Background: an optimization exercise with open tools, aiming at small area and a short achievable clock period. Do not read the settings as production practice. Function was checked by simulation only, so behaviour that the tests miss may differ from the original.

## user_logic
module user_logic
(
  Bus2IP_Clk,
  Bus2IP_Reset,
  Bus2IP_Data,
  Bus2IP_BE,
  Bus2IP_RdCE,
  Bus2IP_WrCE,
  IP2Bus_Data,
  IP2Bus_RdAck,
  IP2Bus_WrAck,
  IP2Bus_Error
);
parameter C_SLV_DWIDTH                   = 32;
parameter C_NUM_REG                      = 3;
input                                     Bus2IP_Clk;
input                                     Bus2IP_Reset;
input      [0 : C_SLV_DWIDTH-1]           Bus2IP_Data;
input      [0 : C_SLV_DWIDTH/8-1]         Bus2IP_BE;
input      [0 : C_NUM_REG-1]              Bus2IP_RdCE;
input      [0 : C_NUM_REG-1]              Bus2IP_WrCE;
output     [0 : C_SLV_DWIDTH-1]           IP2Bus_Data;
output                                    IP2Bus_RdAck;
output                                    IP2Bus_WrAck;
output                                    IP2Bus_Error;
  reg  [0:31] slv_reg0;
  reg  [0:31] slv_reg1;
  reg  [0:31] slv_reg2;
  reg         rst_d;
  integer     k;
  always @(posedge Bus2IP_Clk) begin
    if (Bus2IP_Reset) begin
      slv_reg0 <= 0;
      slv_reg1 <= 0;
    end else begin
      for (k = 0; k < 32; k = k + 1) begin
        if (Bus2IP_WrCE == 3'b100 && Bus2IP_BE[k/8]) slv_reg0[k] <= Bus2IP_Data[k];
        if (Bus2IP_WrCE == 3'b010 && Bus2IP_BE[k/8]) slv_reg1[k] <= Bus2IP_Data[k];
      end
    end
  end
  wire [31:0] a, b;
  genvar g;
  generate for (g = 0; g < 32; g = g + 1) begin : le
    assign a[g] = slv_reg0[31-g];
    assign b[g] = slv_reg1[31-g];
  end endgenerate
  wire neg0 = b[1];
  wire one0 = b[0] ^ 1'b0;
  wire two0 = (b[1] & ~b[0] & ~1'b0) | (~b[1] & b[0] & 1'b0);
  wire pp0_0 = one0 & a[0];
  wire nc0 = neg0 & ~(one0 & a[0]);
  wire pp0_1 = ((one0 & a[1]) | (two0 & a[0])) ^ neg0;
  wire pp0_2 = ((one0 & a[2]) | (two0 & a[1])) ^ neg0;
  wire pp0_3 = ((one0 & a[3]) | (two0 & a[2])) ^ neg0;
  wire pp0_4 = ((one0 & a[4]) | (two0 & a[3])) ^ neg0;
  wire pp0_5 = ((one0 & a[5]) | (two0 & a[4])) ^ neg0;
  wire pp0_6 = ((one0 & a[6]) | (two0 & a[5])) ^ neg0;
  wire pp0_7 = ((one0 & a[7]) | (two0 & a[6])) ^ neg0;
  wire pp0_8 = ((one0 & a[8]) | (two0 & a[7])) ^ neg0;
  wire pp0_9 = ((one0 & a[9]) | (two0 & a[8])) ^ neg0;
  wire pp0_10 = ((one0 & a[10]) | (two0 & a[9])) ^ neg0;
  wire pp0_11 = ((one0 & a[11]) | (two0 & a[10])) ^ neg0;
  wire pp0_12 = ((one0 & a[12]) | (two0 & a[11])) ^ neg0;
  ...
==> flow/config.mk <==
export PLATFORM = sky130hd
export DESIGN_NAME = user_logic
export DESIGN_NICKNAME = user_logic
export VERILOG_FILES = /design/flow/design.v
export SDC_FILE = /design/flow/constraint.sdc
export NUM_CORES = 4
export LEC_CHECK = 0
export ABC_AREA = 1
export CAP_MARGIN = 20
export CORE_MARGIN = 2
export CORE_UTILIZATION = 40
export SETUP_SLACK_MARGIN = 4
export SLEW_MARGIN = 20
export SYNTH_HIERARCHICAL = 1
export SYNTH_MINIMUM_KEEP_SIZE = 0
export TNS_END_PERCENT = 5
==> flow/constraint.sdc <==
create_clock -name core_clock -period 8.5 [get_ports {Bus2IP_Clk}]
set_input_delay 1.7000 -clock core_clock [delete_from_list [all_inputs] [get_ports {Bus2IP_Clk}]]
set_output_delay 1.7000 -clock core_clock [all_outputs]
set_load 0.01 [all_outputs]
standard.sh (not shown) runs the stock make flow with config.mk's settings and CLKGATE_MAP_FILE= SYNTH_SCRIPT=/design/flow/synth_recipe.tcl, a recipe that flattens the netlist after the stock synthesis.
==> flow/flow/run.sh <==
#!/bin/bash
# The standard layout, with every input and output port buffered by
# sky130_fd_sc_hd__buf_2 (buffer_ports' -buffer_cell) instead of the cell
# buffer_ports picks by itself. Everything else is the standard flow.
set -euo pipefail
bash standard.sh "BUFFER_PORTS_ARGS=-buffer_cell sky130_fd_sc_hd__buf_2" finish > standard.log 2>&1
The baseline finished clean.
==> next run, changes <==
Settings changed: SETUP_SLACK_MARGIN 4 to 4.6.
After rerunning:
- worst hold slack is about the same
- sequential cell count is unchanged
- global-route usage grows by 0.14 points
- synthesized area is unchanged

static timing again, ports no longer ideal:
In the flow no input, the clock included, has a driving cell. The finished layouts below were timed again as built, in two steps. Step 1 (the two cells are an assumption about what drives the block):
set clk [get_ports {Bus2IP_Clk}]
set_driving_cell -lib_cell sky130_fd_sc_hd__clkbuf_16 $clk
set_driving_cell -lib_cell sky130_fd_sc_hd__buf_2 [delete_from_list [all_inputs] $clk]
Step 2 times the ports against the registers' clock, not the clock port: input delays grow and output delays shrink by t, the midpoint of the rising clock arrivals with the driver on. a / b / c = ideal ports / drivers / drivers and shift; a / b = the first two.
| run | t (ns) | slack for setup (ns) | hold slack, ns | worst register clock-pin slew, ns | cell pins on the clock port's net |
|---|---|---|---|---|---|
| the first run | 0.500 | 4.001 / 3.960 / 3.960 | 0.329 / 0.329 / 0.329 | 0.08 / 0.08 | 1 |
| the second run | 0.497 | 4.021 / 3.966 / 3.966 | 0.332 / 0.332 / 0.332 | 0.08 / 0.08 | 1 |
After both steps every run listed still meets setup and hold. The setup slack of the second run, which loses most, moves by -0.055 ns with the drivers and by -0.055 ns with both steps.
